This design comes from an exercise in tuning for small area on the open sky130 flow, not from production work.
Function was checked by simulation only, so behaviour that the tests miss may differ from the original.

## flow/design.v (module list and top-level ports; edited modules follow where they fit)
// module priority_encoder: 21 lines
// module rca: 16 lines
// module ltcmp: 13 lines
// module fp_align: 25 lines
// module fp_addpath: 8 lines
// module fp_subpath: 16 lines
// module Addition_Subtraction: 28 lines
// module fp_addsub2_a: 12 lines
// module fp_addsub2_b: 27 lines
// module multiplication: 32 lines
// module mul24: 979 lines
// module bfly4_4_front: 9 lines
// module bfly4_4_mid: 10 lines
// module bfly4_4_back: 7 lines
// module fft_bfly: 29 lines
module fft_bfly(
    input             clk,
    input      [31:0] xr, xi, yr, yi,
    input      [31:0] wr, wi,
    output     [31:0] x0r, x0i, x1r, x1i
);
  // ...
==> flow/flow/run.sh <==
#!/bin/bash
# Own layout flow: the standard flow (standard.sh) with changes to
# synthesis, none of which touches the registers, and a smaller port buffer:
#  1. ABC maps the logic with an area-oriented script (flow/area.abc) in place
#     of ORFS's; the synthesis script is otherwise synth_recipe.tcl unchanged.
#  2. flow/fapol.py chooses each full adder's polarity (a full adder with all
#     inputs inverted gives both outputs inverted) so that fewer inverters sit
#     between the adders and the registers.
#  3. Yosys maps the logic between the full/half adders and the registers
#     again with ABC (flow/area.abc), folding the inverters left next to logic
#     gates into them. This is repeated a few times on its own result; the
#     netlist with the least cell area is kept.
#  If step 2 or 3 fails, the layout goes on from the netlist of step 1.
#  4. The layout: standard.sh, with every input and output port buffered by
#     sky130_fd_sc_hd__buf_1 (BUFFER_PORTS_ARGS).
# Each step writes its full output to a log file of its own in this folder.
set -euo pipefail
W=$(pwd)
F=$W/flow
R=$W/orfs/results/$FLOW_PLATFORM/fft_bfly/base
L=$W/orfs/logs/$FLOW_PLATFORM/fft_bfly/base
LIB=$FLOW_HOME/platforms/$FLOW_PLATFORM/lib/sky130_fd_sc_hd__tt_025C_1v80.lib

{ head -n 1 synth_recipe.tcl; cat "$F/abc_override.tcl"; tail -n +2 synth_recipe.tcl; } > "$W/own_synth.tcl"
sed -e "s#SYNTH_SCRIPT=[^ ]*#SYNTH_SCRIPT=$W/own_synth.tcl#" standard.sh > "$W/own.sh"
grep -q "SYNTH_SCRIPT=$W/own_synth.tcl" "$W/own.sh"
export OWN_ABC_SCRIPT=$F/area.abc

bash "$W/own.sh" synth > "$W/log_1_synth.log" 2>&1
cp "$R/1_2_yosys.v" "$W/netlist_1_synth.v"

post() {
  python3 "$F/fapol.py" "$W/netlist_1_synth.v" "$W/netlist_2_fapol.v" > "$W/log_2_fapol.log" 2>&1 || return 1
  DONT_USE=$(grep -m1 '^abc -script' "$L/1_2_yosys.log" | grep -o -- '-dont_use [^ ]*' | tr '\n' ' ')
  D_PS=$(awk "BEGIN{print $FLOW_PERIOD_NS*1000}")
  prev=$W/netlist_2_fapol.v
  best=""; best_area=""
  for i in 1 2 3 4; do
    cat > "$W/resyn_$i.ys" <<EOY
read_liberty -ignore_miss_func $LIB
blackbox sky130_fd_sc_hd__fa_1 sky130_fd_sc_hd__ha_1 sky130_fd_sc_hd__conb_1 sky130_fd_sc_hd__dfxtp_1
read_verilog $prev
hierarchy -top $FLOW_TOP
flatten
opt_clean
rename -hide w:*.*
abc -liberty $LIB $DONT_USE -script $F/area.abc -D $D_PS
opt_clean -purge
tee -o $W/resyn_$i.area stat -liberty $LIB
write_verilog -noattr -noexpr -nohex -nodec $W/netlist_3_resyn_$i.v
EOY
    yosys -l "$W/log_3_resyn_$i.log" -q "$W/resyn_$i.ys" > /dev/null 2>&1 || return 1
    area=$(grep -m1 'Chip area' "$W/resyn_$i.area" | awk '{print $NF}')
    echo "resynthesis $i: cell area $area" >> "$W/log_3_resyn.log"
    if [[ -z "$best" ]] || awk "BEGIN{exit !($area < $best_area)}"; then
      best=$W/netlist_3_resyn_$i.v; best_area=$area
    fi
    prev=$W/netlist_3_resyn_$i.v
  done
  echo "kept $best ($best_area)" >> "$W/log_3_resyn.log"
  # the registers must be the same cells with the same names as before
  diff <(grep -o 'sky130_fd_sc_hd__df[a-z0-9_]* [^ ]*' "$W/netlist_1_synth.v" | sort) \
       <(grep -o 'sky130_fd_sc_hd__df[a-z0-9_]* [^ ]*' "$best" | sort) > "$W/log_3_regs.log" || return 1
  grep -q 'sky130_fd_sc_hd__fa_1' "$best" || return 1
  cp "$best" "$R/1_2_yosys.v" || return 1
}
if post; then echo "post-synthesis steps: done" > "$W/log_post.log"
else echo "post-synthesis steps failed: layout of the step 1 netlist" > "$W/log_post.log"
     cp "$W/netlist_1_synth.v" "$R/1_2_yosys.v"; fi
touch "$R/1_2_yosys.v"

bash "$W/own.sh" "BUFFER_PORTS_ARGS=-buffer_cell sky130_fd_sc_hd__buf_1" finish > "$W/log_4_layout.log" 2>&1
test -f "$W/out/final.def"
==> flow/flow/abc_override.tcl <==
# Map with flow/area.abc instead of the script ORFS picks; all else as given.
proc abc {args} {
  set i [lsearch -exact $args -script]
  if { $i >= 0 && [info exists ::env(OWN_ABC_SCRIPT)] } {
    lset args [expr {$i + 1}] $::env(OWN_ABC_SCRIPT)
  }
  yosys abc {*}$args
}
==> flow/flow/area.abc <==
strash
dch -f
amap
topo
stime -c
buffer -c
dnsize -c
==> flow/flow/fapol.py <==
#!/usr/bin/env python3
"""Choose the polarity of each full adder in a flat sky130 netlist so as to
need fewer inverters around it. A full adder is self-dual: with all three
inputs inverted its sum and carry come out inverted. Rewrites the netlist in
place, keeping every register and port as it is.

usage: fapol.py IN.v OUT.v
"""
import re
import sys

PFX = "sky130_fd_sc_hd__"
OUT_PINS = {"X", "Y", "Q", "Q_N", "SUM", "COUT", "HI", "LO"}
INV_TYPES = {PFX + "inv_1"}
FA_TYPES = {PFX + "fa_1"}

src = open(sys.argv[1]).read()
m = re.search(r"^  " + PFX, src, re.M)
head, body = src[:m.start()], src[m.start():]
tail_i = body.rindex("endmodule")
body, tail = body[:tail_i], body[tail_i:]
cell_re = re.compile(r"  (" + PFX + r"\w+) (\\\S+ |\S+) \((.*?)\n  \);\n", re.S)
pin_re = re.compile(r"\.(\w+)\(([^()]*)\)")

cells = {}      # name -> [type, {pin: net}]
order = []
pos = 0
for cm in cell_re.finditer(body):
    assert body[pos:cm.start()].strip() == "", body[pos:cm.start()][:200]
    pos = cm.end()
    typ, name, pins = cm.group(1), cm.group(2), cm.group(3)
    cells[name] = [typ, {p: n.strip() for p, n in pin_re.findall(pins)}]
    order.append(name)
assert body[pos:].strip() == ""

ports = set()
for pm in re.finditer(r"^\s*(input|output)\s+(\[[^\]]*\]\s*)?(\S+);", head, re.M):
    ports.add(pm.group(3))

def is_port(net):
    return net.split("[")[0].strip() in ports

drv = {}
loads = {}
def add_conn(name, pin, net):
    if pin in OUT_PINS:
        drv[net] = (name, pin)
    else:
        loads.setdefault(net, set()).add((name, pin))
def del_conn(name, pin, net):
    if pin in OUT_PINS:
        if drv.get(net) == (name, pin):
            del drv[net]
    else:
        loads[net].discard((name, pin))
for name in order:
    typ, pins = cells[name]
    for p, n in pins.items():
        add_conn(name, p, n)

def inv_of(net):
    """An inverter cell whose input is net, or None."""
    for c, p in loads.get(net, ()):
        if p == "A" and cells[c][0] in INV_TYPES:
            return c
    return None

counter = [0]
new_wires = []
def new_net():
    counter[0] += 1
    n = f"_fp{counter[0]}_"
    new_wires.append(n)
    return n

journal = None

def connect(name, pin, net):
    old = cells[name][1].get(pin)
    if journal is not None:
        journal.append(("conn", name, pin, old))
    if old is not None:
        del_conn(name, pin, old)
    cells[name][1][pin] = net
    add_conn(name, pin, net)

def remove_cell(name):
    if journal is not None:
        journal.append(("del", name, cells[name][0], dict(cells[name][1])))
    typ, pins = cells.pop(name)
    for p, n in pins.items():
        del_conn(name, p, n)

def add_inv(a, y):
    counter[0] += 1
    name = f"_fpinv{counter[0]}_"
    if journal is not None:
        journal.append(("add", name))
    cells[name] = [PFX + "inv_1", {}]
    order.append(name)
    connect(name, "A", a)
    connect(name, "Y", y)
    return name

def driver_inv_input(net):
    d = drv.get(net)
    if d and cells[d[0]][0] in INV_TYPES:
        return cells[d[0]][1]["A"]
    return None

def inverted(net):
    """A net carrying ~net, made with a new inverter if none exists."""
    m = driver_inv_input(net)
    if m is not None:
        return m
    i = inv_of(net)
    if i is not None:
        return cells[i][1]["Y"]
    y = new_net()
    add_inv(net, y)
    return y

def gain(f):
    pins = cells[f][1]
    g = 0
    for p in ("A", "B", "CIN"):
        n = pins[p]
        if driver_inv_input(n) is not None:
            if len(loads.get(n, ())) == 1 and not is_port(n):
                g += 1
        elif inv_of(n) is None:
            g -= 1
    for p in ("COUT", "SUM"):
        o = pins[p]
        other = 0
        for (c, cp) in loads.get(o, ()):
            if cells[c][0] in INV_TYPES and not is_port(cells[c][1]["Y"]):
                g += 1
            else:
                other += 1
        if other or is_port(o):
            g -= 1
    return g

def flip(f):
    pins = cells[f][1]
    for p in ("A", "B", "CIN"):
        connect(f, p, inverted(pins[p]))
    for p in ("COUT", "SUM"):
        o = pins[p]
        o2 = new_net()
        connect(f, p, o2)
        for (c, cp) in list(loads.get(o, ())):
            if c in cells and cells[c][0] in INV_TYPES and not is_port(cells[c][1]["Y"]):
                r = cells[c][1]["Y"]
                remove_cell(c)
                for (c2, p2) in list(loads.get(r, ())):
                    connect(c2, p2, o2)
        if loads.get(o) or is_port(o):
            add_inv(o2, o)
    # drop inverters left without loads
    for p in ("A", "B", "CIN"):
        pass
    changed = True
    while changed:
        changed = False
        for name in list(cells):
            if name in cells and cells[name][0] in INV_TYPES:
                y = cells[name][1]["Y"]
                if not loads.get(y) and not is_port(y):
                    remove_cell(name)
                    changed = True

def count_inv():
    return sum(1 for c in cells.values() if c[0] in INV_TYPES)

BOX = {PFX + "fa_1", PFX + "ha_1", PFX + "conb_1"}
def is_box(c):
    t = cells[c][0]
    return t in BOX or t.startswith(PFX + "df")

def costly(inv):
    """An inverter that resynthesis cannot fold into a neighbouring gate."""
    a, y = cells[inv][1]["A"], cells[inv][1]["Y"]
    d = drv.get(a)
    if d is not None and not is_box(d[0]) and cells[d[0]][0] not in INV_TYPES:
        return False
    if is_port(y):
        return True
    return any(is_box(c) for c, p in loads.get(y, ()))

def hood(f):
    nets = set(cells[f][1].values())
    invs = set()
    for n in list(nets):
        d = drv.get(n)
        if d and cells[d[0]][0] in INV_TYPES:
            invs.add(d[0])
        for c, p in loads.get(n, ()):
            if cells[c][0] in INV_TYPES:
                invs.add(c)
    for i in list(invs):
        for n in cells[i][1].values():
            d = drv.get(n)
            if d and cells[d[0]][0] in INV_TYPES:
                invs.add(d[0])
            for c, p in loads.get(n, ()):
                if cells[c][0] in INV_TYPES:
                    invs.add(c)
    return invs

def local_cost(invs):
    return sum(1 for i in invs if i in cells and costly(i))

def rollback(j):
    global journal
    journal = None
    for e in reversed(j):
        if e[0] == "conn":
            _, name, pin, old = e
            cur = cells[name][1][pin]
            del_conn(name, pin, cur)
            if old is None:
                del cells[name][1][pin]
            else:
                cells[name][1][pin] = old
                add_conn(name, pin, old)
        elif e[0] == "add":
            name = e[1]
            if name in cells:
                for p, n in cells[name][1].items():
                    del_conn(name, p, n)
                del cells[name]
        elif e[0] == "del":
            _, name, typ, pins = e
            cells[name] = [typ, dict(pins)]
            for p, n in pins.items():
                add_conn(name, p, n)

def total_cost():
    return sum(1 for c in list(cells) if cells[c][0] in INV_TYPES and costly(c))

before = count_inv()
before_cost = total_cost()
fas = [n for n in order if n in cells and cells[n][0] in FA_TYPES]
for it in range(30):
    flips = 0
    for f in fas:
        h0 = hood(f)
        c0 = local_cost(h0)
        journal = []
        flip(f)
        j, journal = journal, None
        c1 = local_cost(h0 | hood(f))
        if c1 < c0:
            flips += 1
        else:
            rollback(j)
    sys.stderr.write(f"pass {it}: {flips} flips, {count_inv()} inverters, {total_cost()} costly\n")
    if not flips:
        break
sys.stderr.write(f"inverters: {before} -> {count_inv()}, costly {before_cost} -> {total_cost()}\n")

out = [head]
for w in new_wires:
    if any(w in p.values() for _, p in [cells[c] for c in cells if True][:0]):
        pass
used = set()
for c in cells.values():
    used.update(c[1].values())
for w in new_wires:
    if w in used:
        out.append(f"  wire {w};\n")
for name in order:
    if name not in cells:
        continue
    typ, pins = cells[name]
    conns = ",\n".join(f"    .{p}({n} )" if n.startswith("\\") else f"    .{p}({n})"
                        for p, n in pins.items())
    out.append(f"  {typ} {name.strip()}{' ' if name.startswith(chr(92)) else ''} (\n{conns}\n  );\n")
out.append(tail)
open(sys.argv[2], "w").write("".join(out))
==> flow/standard.sh <==
#!/bin/bash
# synth_recipe.tcl (not shown) runs the flow's synth.tcl, then flattens the netlist and writes it again
# the make line also repeats each setting of config.mk as NAME=value (left out here)
make -C /OpenROAD-flow-scripts/flow DESIGN_CONFIG=/design/flow/config.mk WORK_HOME=/design/flow/orfs CLKGATE_MAP_FILE= SYNTH_SCRIPT=/design/flow/synth_recipe.tcl "${@:-finish}"
==> flow/config.mk <==
export PLATFORM = sky130hd
export DESIGN_NAME = fft_bfly
export DESIGN_NICKNAME = fft_bfly
export VERILOG_FILES = /design/flow/design.v
export SDC_FILE = /design/flow/constraint.sdc
export NUM_CORES = 4
export LEC_CHECK = 0
export ABC_AREA = 1
export CAP_MARGIN = 20
export CORE_MARGIN = 2
export CORE_UTILIZATION = 50
export SLEW_MARGIN = 20
==> flow/constraint.sdc <==
create_clock -name core_clock -period 40.0 [get_ports {clk}]
set_input_delay 8.0000 -clock core_clock [delete_from_list [all_inputs] [get_ports {clk}]]
set_output_delay 8.0000 -clock core_clock [all_outputs]
set_load 0.01 [all_outputs]
==> summary.txt, run 1 <==
====================================================================================================
Leading cell category by total area                                                     multi-input gates
Highest clock frequency the design can meet                                                 27.1 MHz
I/O Pins                                                                                         321
Count of plain and timing-repair buffers                                                         572
Final number of setup-violating endpoints                                                          0
Delay of the slowest cell on the worst path                                                  0.52 ns
Pre-CTS worst setup slack                                                                    1.08 ns
Metal-1 WL                                                                                 128000 µm
Required arrival time at the worst endpoint                                                 40.43 ns
Total count of hold-check failures in the final report                                             0
Worst-Margin Slew                                                                            1.26 ns
Least setup slack across all paths after layout                                              3.09 ns
Number of well taps                                                                             2058
Register fraction of the total cell area                                                       7.57%
Die height                                                                                    402 µm
Run status                                                                              complete, no violations
Cell area after placement                                                                  81600 µm²
Register-to-register path setup slack                                                        3.09 ns
Portion of the layout cell area used by clock cells                                            1.46%
Clock-pin slew reported for the worst setup and hold paths after clock tree synthesis        0.07 ns
Worst setup path class                                                                    reg -> reg
Synthesized netlist net count                                                                  12300
Leading cell type in the layout, fill and taps excluded                                 sky130_fd_sc_hd__o22ai_1
Worst setup path endpoint                                                                  sti_q[56]
CTS sink count                                                                                   314
Routing usage on met3                                                                          10.3%
Number of CTS-inserted buffers                                                                    34
Finished layout cell area                                                                  83000 µm²
Crit path max-delay family                                                              compound AO/OA/AOI/OAI gates
GRT Total Usage                                                                                40.3%
Insertion delay of the later-clocked pin in the worst-skew pair                              0.56 ns
Half-perimeter wire length of the detailed placement result                                240000 µm
Startpoint of the lowest-slack hold path                                                    xr_q[31]
Unrepaired setup endpoints after global routing                                                  yes
Horizontal die dimension                                                                      402 µm
Number of detailed-route iterations in the first pass                                              7
Commonest cells after routing, fill and taps aside                                      sky130_fd_sc_hd__o22ai_1, sky130_fd_sc_hd__fa_1, sky130_fd_sc_hd__o21ai_0
Fin Setup TNS                                                                                   0 ns
Synthesized instance count                                                                     10400
Core box area                                                                             157000 µm²
Number of vias in the routed layout                                                            82600
Final Max Slew Viols                                                                               0
====================================================================================================
==> inputs of run 2 (changes only) <==
--- a/flow/config.mk
+++ b/flow/config.mk
@@ -8,5 +8,6 @@
 export ABC_AREA = 1
-export CAP_MARGIN = 20
+export CAP_MARGIN = 5
 export CORE_MARGIN = 2
-export CORE_UTILIZATION = 50
-export SLEW_MARGIN = 20
+export CORE_UTILIZATION = 55
+export CTS_BUF_LIST = sky130_fd_sc_hd__clkbuf_4 sky130_fd_sc_hd__clkbuf_8
+export SLEW_MARGIN = 5
==> summary.txt, run 2 <==
====================================================================================================
Run status                                                                              complete, no violations   unchanged
Via count of the first global-routing pass                                                     80700   was 79800
Register cell area after layout                                                             6290 µm²   unchanged
Delay of the slowest cell on the worst path                                                  0.52 ns   about the same
Post-route DRC violation count                                                                     0   unchanged
I/O Pins                                                                                         321   unchanged
Clock tree from TritonCTS                                                                      built   unchanged
Synthesized area per cell                                                                   7.61 µm²   unchanged
Most frequent cell on the critical path                                                 sky130_fd_sc_hd__nor2_1   unchanged
DRT Wirelength                                                                             326000 µm   was 335000 µm
Maximum clock path buffer count                                                                    3   unchanged
Pin count of the biggest net entering global routing                                              92   was 98
Final period demand of the worst path                                                       37.12 ns   was 36.91 ns
Average detailed-routed wire length per instance                                             27.0 µm   was 27.5 µm
Number of detailed-route iterations in the first pass                                             10   was 7
Wire length of the first global-routing pass                                               489000 µm   was 500000 µm
Core box area                                                                             143000 µm²   was 157000 µm²
GRT Total Usage                                                                                43.2%   was 40.3%
Finished layout cell area                                                                  82800 µm²   was 83000 µm²
Clock-pin slew reported for the worst setup and hold paths after clock tree synthesis        0.08 ns   was 0.07 ns
Total count of hold-check failures in the final report                                             0   unchanged
Iter 0 DRT Violations                                                                          10700   was 10000
Hold buffers post-CTS                                                                              0   unchanged
Starting density of the core                                                                   55.3%   was 50.5%
Max transition margin                                                                          9.81%   was 16.2%
# port buffers                                                                                   320   unchanged
Filler cell count                                                                              13400   was 15100
Growth of design area from synthesis to finish                                                 4.73%   was 4.98%
Fin Setup TNS                                                                                   0 ns   unchanged
Final #Nets                                                                                    12000   about the same
Initial antenna violation count                                                                   23   was 19
Post-Syn Area                                                                              79100 µm²   unchanged
Standard-cell rows                                                                               139   was 145
Worst setup path class                                                                    reg -> reg   unchanged
Required arrival time at the worst endpoint                                                 40.55 ns   was 40.43 ns
Arrival time reported for the critical path endpoint                                        37.67 ns   was 37.34 ns
Total gr overflow                                                                                  0   unchanged
CTS sink count                                                                                   314   unchanged
Die height                                                                                    383 µm   was 402 µm
Commonest cells after routing, fill and taps aside                                      sky130_fd_sc_hd__o22ai_1, sky130_fd_sc_hd__fa_1, sky130_fd_sc_hd__o21ai_0   unchanged
Tcrit/Tclk final                                                                               92.8%   was 92.3%
Area of the multi-input gates                                                              66800 µm²   about the same
Post-placement cell count                                                                      11900   was 12100
Final number of setup-violating endpoints                                                          0   unchanged
Type of origin of the critical path                                                        flip-flop   unchanged
Biggest fanout along the worst timing path                                                        65   was 62
Maxcap violations                                                                                  0   unchanged
Synthesized instance count                                                                     10400   unchanged
Unrepaired setup endpoints after global routing                                                  yes   unchanged
Cell area after placement                                                                  81400 µm²   was 81600 µm²
Antenna Nets Post-Route                                                                            0   unchanged
Highest clock frequency the design can meet                                                 26.9 MHz   was 27.1 MHz
Proportion of layout cells with a drive suffix above 1                                         5.07%   was 4.68%
Routability congestion estimate                                                                0.991   was 0.992
Final standard cell count with taps included and fillers excluded                              12100   was 12200
Horizontal die dimension                                                                      383 µm   was 402 µm
Type of the most critical hold path                                                       reg -> reg   unchanged
Yosys warning count                                                                                1   unchanged
Half-perimeter wire length of the detailed placement result                                233000 µm   was 240000 µm
Number of vias in the routed layout                                                            83700   was 82600
Number of CTS-inserted buffers                                                                    48   was 34
Insertion delay of the later-clocked pin in the worst-skew pair                              0.66 ns   was 0.56 ns
Root Buffer Master                                                                      sky130_fd_sc_hd__clkbuf_8   was sky130_fd_sc_hd__clkbuf_16
Die ar.                                                                                   147000 µm²   was 161000 µm²
Detail-routed via count per cell                                                                6.93   was 6.78
Master of the slowest instance on the critical path                                     sky130_fd_sc_hd__or4_1   unchanged
Leading cell type in the layout, fill and taps excluded                                 sky130_fd_sc_hd__o22ai_1   unchanged
Worst clock skew                                                                           0.0376 ns   was 0.0266 ns
Final Max Slew Viols                                                                               0   unchanged
H-tree depth reported by CTS                                                                       2   unchanged
Critical path endpoint category                                                            flip-flop   unchanged
Largest registers ranked by flip-flop count                                             sti_q x61, str_q x61   unchanged
Worst-Margin Slew                                                                            1.35 ns   was 1.26 ns
Synthesized netlist net count                                                                  12300   unchanged
====================================================================================================
## run 2: final timing paths
check | start | end | slack [ns] | cells past startpoint
hold reg to reg | xi_q[31] | sti_q[59] | 0.33 | 0
hold / removal | xi_q[31] | sti_q[59] | 0.33 | 0
setup reg to reg | p3_q[1] | sti_q[56] | 2.88 | 211
setup / recovery | p3_q[1] | sti_q[56] | 2.88 | 211
## run 2: worst max-delay path, delay by kind of cell, from the launching register on
family	cells	cell delay (ns)
buffers and inverters	14	2.84
and+or+nand+nor	78	10.58
adders and majority gates	35	11.18
DFF	1	0.31
AOI/OAI and AO/OA	84	12.06
## run 2: cell type report
| class | count | share of cell area [%] |
|---|---|---|
| timing repair buffer | 582 | 3.85 |
| multi-input combinational | 8374 | 80.6 |
| antenna | 23 | 0.0695 |
| timing repair inverter | 3 | 0.0181 |
| clock buffer | 72 | 1.14 |
| clock inverter | 18 | 0.225 |
| inverter | 784 | 3.59 |
| sequential | 314 | 7.59 |
| tap | 1903 | 2.87 |
## run 2: layer usage
| layer | share of wire [%] | global-route usage (%) | vias to the layer above |
|---|---|---|---|
| met5 | 0.022 | 0 | - |
| met4 | 6.8 | 24.7 | 10 |
| met3 | 14 | 12.8 | 1402 |
| met2 | 42 | 63.5 | 6387 |
| met1 | 38 | 56.6 | 39200 |
| li1 | - | - | 36600 |
## run 2: what timing repair did
item / CTS / global route
endpoints found under the setup margin: 0 / 51
resized for setup: 0 / 39
buffers inserted: 0 / 11
## run 2: per-stage QoR
step	setup WS [ns]	util, %	hold WS [ns]
3_5_place_dp	0.959	56.9	0.319
4_1_cts	0.762	57.7	0.342
5_1_grt	-0.0299	57.8	0.345
3_3_place_gp	1.07	56.9	0.317
6_report	2.88	57.9	0.334
2_1_floorplan	5.95	-	0.310
==> inputs of run 3 (changes only) <==
--- a/flow/flow/run.sh
+++ b/flow/flow/run.sh
@@ -11,3 +11,4 @@
 #     gates into them. This is repeated a few times on its own result; the
-#     netlist with the least cell area is kept.
+#     netlist with the least cell area, not counting buffers (the layout
+#     removes them and buffers again), is kept.
 #  If step 2 or 3 fails, the layout goes on from the netlist of step 1.
@@ -37,3 +38,3 @@
   best=""; best_area=""
-  for i in 1 2 3 4; do
+  for i in 1 2 3 4 5 6 7 8; do
     cat > "$W/resyn_$i.ys" <<EOY
@@ -52,3 +53,3 @@
     yosys -l "$W/log_3_resyn_$i.log" -q "$W/resyn_$i.ys" > /dev/null 2>&1 || return 1
-    area=$(grep -m1 'Chip area' "$W/resyn_$i.area" | awk '{print $NF}')
+    area=$(python3 "$F/logic_area.py" "$W/resyn_$i.area") || return 1
     echo "resynthesis $i: cell area $area" >> "$W/log_3_resyn.log"
==> flow/flow/logic_area.py (new file) <==
#!/usr/bin/env python3
"""Print the cell area in a Yosys 'stat -liberty' report, less its buffers."""
import re
import sys

t = open(sys.argv[1]).read()
total = float(re.search(r"Chip area for module .*?: ([\d.]+)", t).group(1))
bufs = sum(float(a) for a in re.findall(
    r"^\s+\d+\s+([\d.E+]+)\s+sky130_fd_sc_hd__(?:clk)?buf_\d+\s*$", t, re.M))
print(f"{total - bufs:.3f}")
--- a/flow/config.mk
+++ b/flow/config.mk
@@ -8,6 +8,5 @@
 export ABC_AREA = 1
-export CAP_MARGIN = 5
+export CAP_MARGIN = 20
 export CORE_MARGIN = 2
-export CORE_UTILIZATION = 55
-export CTS_BUF_LIST = sky130_fd_sc_hd__clkbuf_4 sky130_fd_sc_hd__clkbuf_8
-export SLEW_MARGIN = 5
+export CORE_UTILIZATION = 50
+export SLEW_MARGIN = 20
==> summary.txt, run 3 <==
====================================================================================================
Final number of setup-violating endpoints                                                          0   unchanged
Finished layout cell area                                                                  82700 µm²   was 82800 µm²
Horizontal die dimension                                                                      401 µm   was 383 µm
CTS sink count                                                                                   314   unchanged
Number of vias in the routed layout                                                            82100   was 83700
Unrepaired setup endpoints after global routing                                                   no   was yes
Leading cell type in the layout, fill and taps excluded                                 sky130_fd_sc_hd__o22ai_1   unchanged
Core box area                                                                             156000 µm²   was 143000 µm²
I/O Pins                                                                                         321   unchanged
Growth of design area from synthesis to finish                                                 4.82%   was 4.73%
Synthesized netlist net count                                                                  12200   was 12300
Arrival time reported for the critical path endpoint                                        37.21 ns   was 37.67 ns
Most frequent cell on the critical path                                                 sky130_fd_sc_hd__nor2_1   unchanged
Clock-pin slew reported for the worst setup and hold paths after clock tree synthesis        0.08 ns   about the same
Hold depth                                                                                         0   unchanged
Detail-routed via count per cell                                                                6.77   was 6.93
Master of the slowest instance on the critical path                                     sky130_fd_sc_hd__or4_1   unchanged
Final Max Slew Viols                                                                               0   unchanged
Post-placement cell count                                                                      12000   was 11900
Cell area after placement                                                                  81400 µm²   about the same
Final standard cell count with taps included and fillers excluded                              12100   about the same
Total count of hold-check failures in the final report                                             0   unchanged
Synthesized instance count                                                                     10300   was 10400
Run status                                                                              complete, no violations   unchanged
Proportion of layout cells with a drive suffix above 1                                         4.63%   was 5.07%
Final period demand of the worst path                                                       36.70 ns   was 37.12 ns
Wire length of the first global-routing pass                                               497000 µm   was 489000 µm
DRT Wirelength                                                                             335000 µm   was 326000 µm
Commonest cells after routing, fill and taps aside                                      sky130_fd_sc_hd__o22ai_1, sky130_fd_sc_hd__fa_1, sky130_fd_sc_hd__o21ai_0   unchanged
Standard-cell rows                                                                               145   was 139
Largest registers ranked by flip-flop count                                             sti_q x61, str_q x61   unchanged
Routability congestion estimate                                                                0.976   was 0.991
Maxcap violations                                                                                  0   unchanged
Worst-Margin Slew                                                                            1.24 ns   was 1.35 ns
Worst clock skew                                                                           0.0164 ns   was 0.0376 ns
Insertion delay of the later-clocked pin in the worst-skew pair                              0.61 ns   was 0.66 ns
Die ar.                                                                                   161000 µm²   was 147000 µm²
Count of cells along the worst register-to-register path                                         210   was 211
Biggest fanout along the worst timing path                                                        56   was 65
Post-Syn Area                                                                              78900 µm²   was 79100 µm²
H-tree depth reported by CTS                                                                       1   was 2
Required arrival time at the worst endpoint                                                 40.50 ns   was 40.55 ns
Number of CTS-inserted buffers                                                                    29   was 48
Worst setup path class                                                                    reg -> reg   unchanged
Post-route DRC violation count                                                                     0   unchanged
Initial antenna violation count                                                                   23   unchanged
Critical path endpoint category                                                            flip-flop   unchanged
Starting density of the core                                                                   50.4%   was 55.3%
Max transition margin                                                                          17.5%   was 9.81%
Delay of the slowest cell on the worst path                                                  0.55 ns   was 0.52 ns
Clock tree from TritonCTS                                                                      built   unchanged
Number of detailed-route iterations in the first pass                                              7   was 10
# port buffers                                                                                   320   unchanged
Via count of the first global-routing pass                                                     78900   was 80700
Iter 0 DRT Violations                                                                          10100   was 10700
Half-perimeter wire length of the detailed placement result                                241000 µm   was 233000 µm
Highest clock frequency the design can meet                                                 27.2 MHz   was 26.9 MHz
Fin Setup TNS                                                                                   0 ns   unchanged
Type of the most critical hold path                                                       reg -> reg   unchanged
Tcrit/Tclk final                                                                               91.8%   was 92.8%
Maximum clock path buffer count                                                                    3   unchanged
GRT Total Usage                                                                                40.2%   was 43.2%
Final #Nets                                                                                    11900   was 12000
Pre-CTS worst setup slack                                                                    2.36 ns   was 0.959 ns
Antenna Nets Post-Route                                                                            0   unchanged
Average detailed-routed wire length per instance                                             27.6 µm   was 27.0 µm
Hold buffers post-CTS                                                                              0   unchanged
Root Buffer Master                                                                      sky130_fd_sc_hd__clkbuf_16   was sky130_fd_sc_hd__clkbuf_8
Least setup slack across all paths after layout                                              3.30 ns   was 2.88 ns
Type of origin of the critical path                                                        flip-flop   unchanged
Synthesized area per cell                                                                   7.64 µm²   was 7.61 µm²
Total gr overflow                                                                                  0   unchanged
Yosys warning count                                                                                1   unchanged
Pin count of the biggest net entering global routing                                              96   was 92
Die height                                                                                    401 µm   was 383 µm
====================================================================================================
run 3: changes by cell type in the layout (fill, tap and decap cells not counted), moves of 14 or more:
cell,change
sky130_fd_sc_hd__o22ai_1,-23
sky130_fd_sc_hd__clkbuf_8,-65
sky130_fd_sc_hd__o22a_1,+36
sky130_fd_sc_hd__nand3_1,-14
sky130_fd_sc_hd__nor2_1,-28
sky130_fd_sc_hd__clkbuf_16,+29
run 3: metal layers:
| metal | track usage [%] | vias to the layer above | routed length [µm] |
|---|---|---|---|
| li1 | - | 36400 | - |
| met1 | 53.4 | 38900 | 130000 |
| met2 | 60.4 | 5748 | 143000 |
| met3 | 10.8 | 1022 | 41900 |
| met4 | 20.5 | 18 | 19200 |
| met5 | 0 | - | 127 |
run 3: path summary, 6_finish.rpt:
path	endpoint	from	slack [ns]
worst max-delay path	sti_q[56]	p4_q[1]	3.30
worst min-delay path	sti_q[59]	xi_q[31]	0.34
worst max register to register	sti_q[56]	p4_q[1]	3.30
worst min register to register	sti_q[59]	xi_q[31]	0.34
run 3: repair_timing:
item,CTS,global route
hold endpoints to repair,0,0
resized for setup,0,16
buffers inserted,0,5
setup endpoints to repair,0,46
run 3: metrics by stage:
stage | hold WS (ns) | util [%]
floorplan | 0.310 | -
global placement | 0.316 | 52.1
detailed placement | 0.316 | 52.1
CTS | 0.336 | 52.8
global route | 0.352 | 52.8
finish | 0.335 | 52.9
run 3: area by class of cell:
| class | count | area [µm²] |
|---|---|---|
| diodes | 22 | 55.1 |
| clock buffers | 29 | 726 |
| clock inverters | 25 | 327 |
| fillers | 15200 | 73700 |
| inverters | 776 | 2930 |
| multi-input cells | 8315 | 66600 |
| flip-flops and latches | 314 | 6290 |
| well taps | 2058 | 2570 |
| repair buffers | 577 | 3200 |
run 3: critical path, delay by kind of cell, from the launching register on:
family,cells,cell delay (ns)
AO/OA/AOI/OAI,78,12.01
adder cells (fa/ha/maj),35,11.28
AND/OR/NAND/NOR,80,9.19
buffers and inverters,17,3.74
flip-flops,1,0.30

[re-timing with driven ports]
How much do the figures lean on ideal ports? The routed layouts below were timed once more, with nothing changed but the port constraints. Step 1 assumes that a clkbuf_16 drives the clock port and a buf_2 every other input. Step 2, shift: input delay + t, output delay - t, t = (earliest + latest rising clock arrival at the registers) / 2. This alone moves slack from input paths to output paths. Three values: no drivers, after step 1, after step 2; two values: the first two.
run | t (ns) | slack for setup (ns) | worst setup path after step 2 | worst slew at a driven data input, ns | cell pins on the clock port's net
run 1 | 0.613 | 3.092 / 3.092 / 3.092 | register to register | 0.19 | 1
run 2 | 0.705 | 2.880 / 2.880 / 2.880 | register to register | 0.17 | 1
run 3 | 0.682 | 3.296 / 3.296 / 3.296 | register to register | 0.17 | 1
After both steps every run listed still meets setup and hold.
